This is an optimization exercise on Yosys and OpenROAD, whose aim is small area, not a production implementation.
Only simulation tests tie the RTL to the original design; equivalence was not proved.
Power figures rest on the tool's default switching activity, not on a simulated workload.

==> design/flow/design.v <==
`timescale 1ns / 1ps
module debouncer(input clk,input rst,input button1,output reg button2);
 reg [3:0] cnt1;
 reg [1:0]  cnt2;
always @(posedge clk) begin
  if(rst) begin
  button2<=1'b0;cnt1<=4'b0;cnt2<=2'b0;end
  else
  if(cnt1==0&&button1==1'b1) begin
  button2<=1'b1;cnt2<=2'b11;cnt1<=4'b1011;end
  else if(button2==1'b1&&cnt2!=0) begin
  cnt2<=cnt2-1'b1;cnt1<=cnt1-1'b1;end
  else if (cnt2==0&&cnt1!=0) begin button2<=1'b0;cnt1<=cnt1-1;end
  else button2<=1'b0;
end
endmodule
`timescale 1ns / 1ps
module flappy_game(input clk,input rst,
				input pushin,paus,quit,
				input STATUS_IN,
				input [7:0] temp,    
				input [7:0] temp2,   
				output reg [2:0] state,
				output reg mode,
				output reg [1:0] level,
				output reg [7:0] score1,score2,
				output reg [8:0] birdrow1,birdrow2,
				output reg [7:0] birdcolumn1,birdcolumn2,
				output reg [1:0] birdangle1,birdangle2,
				output [8:0] row0,row1,row2,
				output [9:0] column0,column1,column2,
				output reg [7:0] height2,
				output test);
parameter set0=3'b000,set=3'b001,set2=3'b010,play=3'b011,pause=3'b100,fail=3'b101;
parameter set2time=6'b111111;
reg [8:0] row[2:0]; 
reg [9:0] column[2:0]; 
reg [7:0] height; 
reg heightdir,heightch; 
reg [5:0] counter1; 
reg [7:0] counter2; 
reg collide1,collide2;
reg [3:0] risetimec1,risetimec2; 
reg [6:0] falltimec1,falltimec2; 
wire push,push1,push2;  
wire [8:0] randomR;
reg [7:0] temp1,temp21; 
wire Pause,Quit;
integer i;  
assign row0=row[0]; assign row1=row[1]; assign row2=row[2];
assign column0=column[0]; assign column1=column[1]; assign column2=column[2];
debouncer D1(clk,rst,pushin,push1); 
Random R(clk,rst,randomR);
assign test=temp1[0];
assign push=STATUS_IN? temp1[0]:push1||temp21[0];  
assign push2=temp21[7];  
assign Pause=paus||temp1[2]||temp21[2]; 
assign Quit=STATUS_IN? quit||temp1[1]:quit||temp21[1]; 
always@(posedge clk) begin   
if(rst) temp1<=8'b0; else
case(temp)
   0:temp1<=8'b0;
	8'b00100000:temp1<=8'b00000100;
   8'b01100001:temp1<=8'b00000010;
   8'b01100110:temp1<=8'b00000001;
	8'b01101100:temp1<=8'b10000000;
   8'b01110011:temp1<=8'b00001000;
	8'b00110001:temp1<=8'b01000000;
	8'b00110010:temp1<=8'b00100000;
	8'b00110011:temp1<=8'b00010000;
   default:temp1<=8'b0;  
endcase
end
always@(posedge clk) begin   
if(rst) temp21<=8'b0; else
case(temp2)
   8'b00100000:temp21<=8'b00000100;  
	8'b01100001:temp21<=8'b00000010;  
	8'b01100110:temp21<=8'b00000001;  
	8'b01101100:temp21<=8'b10000000;  
	8'b01110011:temp21<=8'b00001000;  
	8'b00110001:temp21<=8'b01000000;  
	8'b00110010:temp21<=8'b00100000;  
	8'b00110011:temp21<=8'b00010000;  
default:temp21<=8'b0; 
endcase	
end
always@(posedge clk) begin  
 if(rst) begin
   state=set0; mode=1'b0; level=2'b0; score1=8'b0; score2=8'b0;
   birdrow1=9'b0; birdrow2=9'b0; birdcolumn1=8'b0; birdcolumn2=8'b0;
   birdangle1=2'b0; birdangle2=2'b0; height=8'b0; height2=8'b0;
   heightdir=1'b0; heightch=1'b0; counter1=6'b0; counter2=8'b0;
   collide1=1'b0; collide2=1'b0; risetimec1=4'b0; risetimec2=4'b0;
   falltimec1=7'b0; falltimec2=7'b0;
   for(i=0;i<3;i=i+1) begin row[i]=9'b0; column[i]=10'b0; end
 end else begin
 if(state==set0) begin 
                if(STATUS_IN==1) begin 
					                      if(temp1[0]) begin mode=1'b0;state=set;end  
												 else if(temp1[7]||temp21[7]) begin mode=1'b1;state=set;end  
												 else state=set0;
											end
					 else begin
					         if(temp21[0]) begin mode=1'b0;state=set;end 
							   else if(temp21[7]) begin mode=1'b1;state=set;end
								else state=set0;
					      end
					 end 
 if(state==set) begin 
                if(Quit==1'b1)     begin state=set0;end else
                if(temp1[6:4]==3'b100||temp21[6:4]==3'b100) begin state=set2;height=210;level=2'b0;heightch=0;counter1=set2time;end else
                if(temp1[6:4]==3'b010||temp21[6:4]==3'b010) begin state=set2;height=150;level=2'b01;heightch=0;counter1=set2time;end else
					 if(temp1[6:4]==3'b001||temp21[6:4]==3'b001) begin state=set2;height=130;level=2'b10;heightch=1;counter1=set2time;end else
						                 begin state=set;height=0;end 
					 end 
 else
 if(state==set2) begin 
                    if(counter1==0) begin state=play;
					                           score1=8'b0;score2=8'b0;collide1=1'b0; birdangle1=2'b00;birdangle2=2'b00;
													   row[0]=1'b0;row[1]=1'b0;row[2]=1'b0;column[0]=1'b0;column[1]=1'b0;column[2]=1'b0;
                                          birdrow1=240;falltimec1=0;falltimec2=0;risetimec1=0;risetimec2=0;counter2=140;
														birdcolumn1=250;birdcolumn2=150;heightdir=1'b1;height2=height;
														collide2=mode?1'b0:1'b1;
														birdrow2=mode?240:511;
                                    end  
                    else counter1=counter1-1;  
					  end 
 else
 if(state==play) begin 
                    if(Pause==1'b1) state=pause; else 
						  if(birdrow1>470&&birdrow2>470)  state=fail; else 
						   state=play;
					  end 
 else
 if(state==pause) begin 
                     if(Quit==1'b1) state=play; else 
						                  state=pause;
						end 
 else
 if(state==fail) begin 
                     if(Quit==1'b1) state=set; else 
							               state=fail;
					  end 
 else
 state=set0;
 if(state==play) begin  
                    if(push==1) begin risetimec1=4'b1011;falltimec1=7'b0;end 
						  else
                    if(push==0&&risetimec1>0) risetimec1=risetimec1-1; 
						  else
                    if(push==0&&risetimec1==0&&falltimec1<7'b1111111) falltimec1=falltimec1+1;
	                 else falltimec1=7'b1111111;
						  if(mode==1'b1) begin 
						                       if(push2==1) begin risetimec2=4'b1011;falltimec2=7'b0;end 
						                       else
                                         if(push2==0&&risetimec2>0) risetimec2=risetimec2-1; 
						                       else
                                         if(push2==0&&risetimec2==0&&falltimec2<7'b1111111) falltimec2=falltimec2+1;
	                                      else falltimec2=7'b1111111; 
												 end
                 end
 if(state==play&&collide1==1'b0) begin   
                    if(risetimec1>4'b1000 && birdrow1>19)  begin birdrow1=birdrow1-5;birdangle1=2'b01;end 
						  else 
						  if(risetimec1>4'b0011 && birdrow1>19)  begin birdrow1=birdrow1-4;birdangle1=2'b01;end 
						  else 
						  if(risetimec1>4'b0000 && birdrow1>19)  begin birdrow1=birdrow1-2;birdangle1=2'b01;end 
						  else 
						  if(risetimec1>4'b0000 && birdrow1<=19) begin birdrow1=19;birdangle1=2'b00;end
	                 else 
						  if(risetimec1==0&&falltimec1<20&& birdrow1<500)       begin birdrow1=birdrow1+falltimec1[6:4];birdangle1=2'b00;end 
						  else 
						  if(risetimec1==0&&falltimec1>19&& birdrow1<500)       begin birdrow1=birdrow1+falltimec1[6:4];birdangle1=2'b10;end
						  else  begin birdrow1=511;birdangle1=2'b00;end
                 end
 if(state==play&&collide2==1'b0) begin   
                    if(risetimec2>4'b1000 && birdrow2>19)  begin birdrow2=birdrow2-5;birdangle2=2'b01;end 
						  else 
						  if(risetimec2>4'b0011 && birdrow2>19)  begin birdrow2=birdrow2-4;birdangle2=2'b01;end 
						  else 
						  if(risetimec2>4'b0000 && birdrow2>19)  begin birdrow2=birdrow2-2;birdangle2=2'b01;end 
						  else 
						  if(risetimec2>4'b0000 && birdrow2<=19) begin birdrow2=19;birdangle2=2'b00;end
	                 else 
						  if(risetimec2==0&&falltimec2<20&& birdrow2<500)       begin birdrow2=birdrow2+falltimec2[6:4];birdangle2=2'b00;end
                    else 
						  if(risetimec2==0&&falltimec2>19&& birdrow2<500)       begin birdrow2=birdrow2+falltimec2[6:4];birdangle2=2'b10;end						  
						  else  begin birdrow2=511;birdangle2=2'b00;end
                 end
 if(state==play&&(collide1==0||collide2==0)) begin  
                   if(counter2==119) begin 
                                        row[2]=row[1];column[2]=column[1];row[1]=row[0];column[1]=column[0];
													 column[0]=610;row[0]=randomR; counter2=counter2-1; 
	                                  end
						 else
                   if(counter2==0) begin counter2=120; end  
						 else begin 
						         counter2=counter2-1'b1;
									for(i=0;i<3;i=i+1) begin  
                                              if(column[i]>=25) column[i]=column[i]-2;else column[i]=0;
                                             end
									if(heightch==1) begin  
									                   if(height2>160) begin heightdir=0;height2=height2-2;end else
															 if(height2<130) begin heightdir=1;height2=height2+2;end else
															 height2=heightdir? height2+1:height2-1;
									                end
							   end
                 end
 if(state==play) begin 
                    for(i=1;i<3;i=i+1) begin 
						                       if(column[i]>birdcolumn2-25-16&&column[i]<birdcolumn2-25-13&&collide2==1'b0) score2=score2+1;else 
						                       if(column[i]==birdcolumn1-25-15&&collide1==1'b0) score1=score1+1;else
													  begin score2=score2;score1=score1; end
													end
                 end
 if(state==play) begin  
	                 if((column[0]>birdcolumn1-25-15)&&(column[0]<birdcolumn1+25+15)) 
						        begin 
								      if((birdrow1<row[0]+height/2-12)&&(birdrow1>row[0]-height/2+12)) collide1=collide1;
										else collide1=1'b1;
								  end 
						  else
                    if((column[1]>birdcolumn1-25-15)&&(column[1]<birdcolumn1+25+15)) 
						        begin 
								      if((birdrow1<row[1]+height/2-12)&&(birdrow1>row[1]-height/2+12)) collide1=collide1;
										else collide1=1'b1;
								  end 
						  else collide1=collide1;
                 end
 if(state==play&&mode==1'b1) begin  
                     if((column[0]>birdcolumn2-25-15)&&(column[0]<birdcolumn2+25+15)) 
						        begin 
								      if((birdrow2<row[0]+height/2-12)&&(birdrow2>row[0]-height/2+12)) collide2=collide2;
										else collide2=1'b1;
								  end 
						  else
                    if((column[1]>birdcolumn2-25-15)&&(column[1]<birdcolumn2+25+15)) 
						        begin 
								      if((birdrow2<row[1]+height/2-12)&&(birdrow2>row[1]-height/2+12)) collide2=collide2;
										else collide2=1'b1;
								  end 
						  else collide2=collide2;
                 end
 if(state==play&&collide1==1'b1&&birdrow1<505&&collide2==1'b0) begin 
                                                                  if(column[1]>birdcolumn1+25+15-2&&column[1]<birdcolumn1+25+15+2)
																						   begin birdrow1=birdrow1+4;birdcolumn1=birdcolumn1-2;end else
																						if(column[1]<birdcolumn1-25-15||column[1]>birdcolumn1+25+15) birdrow1=birdrow1+4;
																					end 
 if(state==play&&collide2==1'b1&&birdrow2<505&&collide1==1'b0) begin 
                                                                if(column[2]>birdcolumn2+25+15-2&&column[2]<birdcolumn2+25+15+2)
																					     begin birdrow2=birdrow2+4;birdcolumn2=birdcolumn2-2; end else
																				    if(column[2]<birdcolumn2-25-15||column[2]>birdcolumn2+25+15) birdrow2=birdrow2+4;
																					 end
 if(state==play&&collide1==1'b1&&collide2==1'b1) begin 
                                                 if(birdrow1<505) birdrow1=birdrow1+4;
																 if(birdrow2<505) birdrow2=birdrow2+4;
																end
 end
end
endmodule
module Random(input clk,input rst,output reg [8:0] random); 
reg [6:0] counter;
reg [4:0] random1;
always@(posedge clk) begin
  if(rst) begin counter=7'b0; random1=5'b0; random<=9'b0; end else begin
  counter=counter+1;
  case(counter[4:1])
    3'b000: random1=4'b1101^counter[5:2];
	 3'b001: random1=4'b1010^counter[5:2];
  	 3'b010: random1=4'b1111^counter[6:3];
	 3'b011: random1=4'b0111^counter[5:2];
	 3'b100: random1=4'b0110^counter[6:3];
	 3'b101: random1=4'b1101^counter[5:2];
	 3'b110: random1=4'b1110^counter[6:3];
	 default: random1=4'b1011^counter[5:2];
 endcase
  random<=365-17*random1;  
  end
end
endmodule
==> design/flow/run.sh <==
#!/bin/bash
# synth_recipe.tcl (not shown) runs the flow's synth.tcl, then flattens the netlist and writes it again
# the make line also repeats each setting of config.mk as NAME=value (left out here)
make -C /OpenROAD-flow-scripts/flow DESIGN_CONFIG=/design/flow/config.mk WORK_HOME=/design/flow/orfs CLKGATE_MAP_FILE= SYNTH_SCRIPT=/design/flow/synth_recipe.tcl finish
==> design/flow/config.mk <==
export PLATFORM = sky130hd
export DESIGN_NAME = flappy_game
export DESIGN_NICKNAME = flappy_game
export VERILOG_FILES = /design/flow/design.v
export SDC_FILE = /design/flow/constraint.sdc
export NUM_CORES = 4
export LEC_CHECK = 0
export CAP_MARGIN = 20
export CORE_MARGIN = 2
export CORE_UTILIZATION = 40
export SLEW_MARGIN = 20
==> design/flow/constraint.sdc <==
create_clock -name core_clock -period 20.0 [get_ports {clk}]
set_input_delay 4.0000 -clock core_clock [delete_from_list [all_inputs] [get_ports {clk}]]
set_output_delay 4.0000 -clock core_clock [all_outputs]
set_load 0.01 [all_outputs]
==> impl_metrics.csv <==
group,metric,value,unit
global_route,grt_usage,26.6,%
clocking,postCtsSetupRepairBufs,0,
floorplanning,rows,91,
logic_synthesis,synth_cell_type_count,126,
logic_synthesis,synth_edf_count,0,
timing,fin_setup_tns,0,ps
logic_synthesis,yosysWarnings,5,
routing,antenna_left,0,
global_route,grt.overflow.total,0,
clocking,ctsHtreeMaxLevel,1,
timing,finalHoldViolCount,0,
worst_setup_path,crit_top_cell,"o21ai_0",
final_layout,drive_gt1_share,5.56,%
timing,slew_violations,0,
final_layout,final_common_cell,"ha_1",
routing,wl_met3,5930,µm
logic_synthesis,synth-async-reset-ratio,0,%
floorplanning,die_h,252,µm
logic_synthesis,synth_seq_cells,209,
global_route,antenna_found_initial,1,
final_layout,nets,3771,
timing,setup_violations,0,
floorplanning,initial_core_util,40.2,%
timing,rsz0062_at_grt,"false",
final_layout,antennaDiodeCount,0,
clocking,cts_buffer_depth,3,
timing,finClkSkew,23.3,ps
placed_design,dp_hpwl,67000,µm
floorplanning,die_area,63700,µm²
power,powerDensity,43.5,nW/µm²
flow_run,drv_cap,0,
timing,relSlewSlack,21.4,%
logic_synthesis,netlist_instances,3260,
global_route,grt_pass1_vias,22900,
routing,met1Wirelength,39700,µm
routing,wl_per_cell,20.9,µm
run_status,status,"complete, no violations",
routing,wl_met2,39400,µm
clocking,cts_made_buffers,29,
worst_setup_path,slowest_delay,500,ps
power,finalPower,1.22,mW
global_route,grt_max_degree,77,
floorplanning,ios,148,
logic_synthesis,ys_seq_area_share,16.9,%
worst_setup_path,worst_setup_path_start_kind,"input pin",
timing,tightest_slew,1170,ps
final_layout,final_cell_mix,"ha_1 (379), nor2_1 (341), nand2_1 (319)",
clocking,cts_hold_buf,0,
routing,vias,25000,
timing,fmax,76.5,MHz
routing,dr.first_iter.drc_count,2148,
timing,fin_crit_sh,65.4,%
floorplanning,core-area,61400,µm²
routing,drtPass1Iterations,6,
worst_setup_path,required,20520,ps
worst_setup_path,arrival,13590,ps
routing,top_layer,"met4",
final_layout,areaGrowthSynthToFinish,13.2,%
logic_synthesis,syn_area_per_cell,7.58,µm²
floorplanning,die_x,252,µm
placed_design,port_buffers,147,
worst_setup_path,path_class,"input pin to register",
clocking,cts-root-buf,"clkbuf_16",
clocking,clkTransAtPathRegs,60,ps
routing,routed_wl,87300,µm
worst_setup_path,cp_slowest_cell,"or2_2",
placed_design,gp_congestion,0.931,
worst_setup_path,worst-path-max-fanout,21,
routing,vias_per_cell,5.99,
worst_hold_path,hp-class,"register to register",
power,vdd_drop_max,70.9,µV
clocking,tritoncts,"built",
timing,min_period,13070,ps
clocking,cts_resized,0,
worst_setup_path,end_kind,"register",
clocking,clock_sinks,209,
clocking,clkLatencyLatePin,600,ps
logic_synthesis,netlist_area,24700,µm²
logic_synthesis,synth_ff_type,"dfxtp_1",
global_route,grt_pass1_wl,135000,µm
routing,drc_errors,0,
power,p_leak,12.2,nW
## cells by family after synthesis
family	share of synthesized area [%]
DFF	16.9
xor gates and xnor gates	6.60
adders and majority gates	19.8
buffers and inverters	4.63
muxes	1.78
and+or+nand+nor	25.7
AOI/OAI and AO/OA	24.6
other	0.0152
## where the power goes
part,total [mW],leakage (nW),internal [mW],switching [mW]
clock network,0.548,0.473,0.333,0.214
logic,0.221,10.0,0.0851,0.136
registers,0.449,1.69,0.434,0.0145
total,1.22,12.2,0.853,0.365
## cell type report
cell class | instances | area, µm²
flip-flops and latches | 209 | 4180
clock buffers | 40 | 817
well taps | 790 | 988
repair buffers | 188 | 1780
clock inverters | 10 | 159
multi-input cells | 2763 | 19400
fillers | 6210 | 33400
inverters | 172 | 646
## synthesized netlist by cell type, drive strengths merged, types with 52 or more instances
cell	n	area [µm²]
ha	379	4740
nor2	345	1310
clkbuf	77	289
xor2	59	517
a21oi	220	1120
o21a	88	662
inv	171	642
o21ai	170	870
nor3	101	549
nand2	320	1200
dfxtp	209	4180
nand3	99	505
nand4	58	369
and2	52	325
xnor2	127	1110
## through the flow
stage               area [µm²]  util, %  hold slack [ps]  worst slack, ps  std cells
floorplan                24700        -              430             8400       3261
global placement         27000     44.0              440             6550       4122
detailed placement       27000     44.0              447             6460       4122
CTS                      28000     45.6              460             7070       4172
global route             28000     45.6              474             6210       4172
finish                   28000     45.6              458             6930       4172
## layer usage
layer | global-route usage, % | vias up
met1 | 36.8 | 11800
met3 | 3.45 | 141
met5 | 0 | -
met4 | 6.61 | 0
li1 | - | 12100
met2 | 43.6 | 917
## worst paths after layout
check / cells past startpoint / end / slack [ps] / from
max: 42 / birdrow1[8]$_SDFF_PP0_ / 6930 / paus
min reg2reg: 2 / row[2][5]$_SDFF_PP0_ / 460 / row[2][5]$_SDFF_PP0_
min: 2 / row[2][5]$_SDFF_PP0_ / 460 / row[2][5]$_SDFF_PP0_
max reg2reg: 39 / birdrow1[8]$_SDFF_PP0_ / 9050 / state[1]$_SDFF_PP0_
## flip-flops by register name, summed over array words and instances, names as in the netlist, 8 cells and up
name and cells:
birdcolumn1 8, height2 8, R.random 9, birdcolumn2 8
birdrow1 9, score1 8, counter2 8, score2 8
row 27, column 30, birdrow2 9
## worst max-delay path: cells and delay by family
| family | cells | cell delay (ps) |
|---|---|---|
| AOI/OAI and AO/OA | 14 | 2720 |
| xor gates and xnor gates | 2 | 430 |
| adders and majority gates | 3 | 830 |
| buffers and inverters | 6 | 1400 |
| muxes | 1 | 100 |
| and+or+nand+nor | 16 | 4080 |

==> re-timing with driven ports <==
How much do the figures lean on ideal ports? The routed layout below was timed once more, with nothing changed but the port constraints. Step 1, drivers: a clkbuf_16 drives clk and a buf_2 each remaining input, both assumed. Step 2 moves the port delays by t, midway between the first and last clock arrival at a register: inputs arrive t later, outputs are due t later. That takes back most of the time a late clock gives input paths. Three values: ideal, step 1, step 2; two values: the first two.
shift t [ns]: 0.647
setup slack, ns: 6.927 / 6.963 / 6.316
latest minus earliest clock arrival (ns): 0.028 / 0.027
worst data-port slew with drivers (ns): 0.05
After both steps setup and hold are still met in this run. For this run, drivers alone change the setup slack by +0.036 ns; drivers and shift together by -0.611 ns.
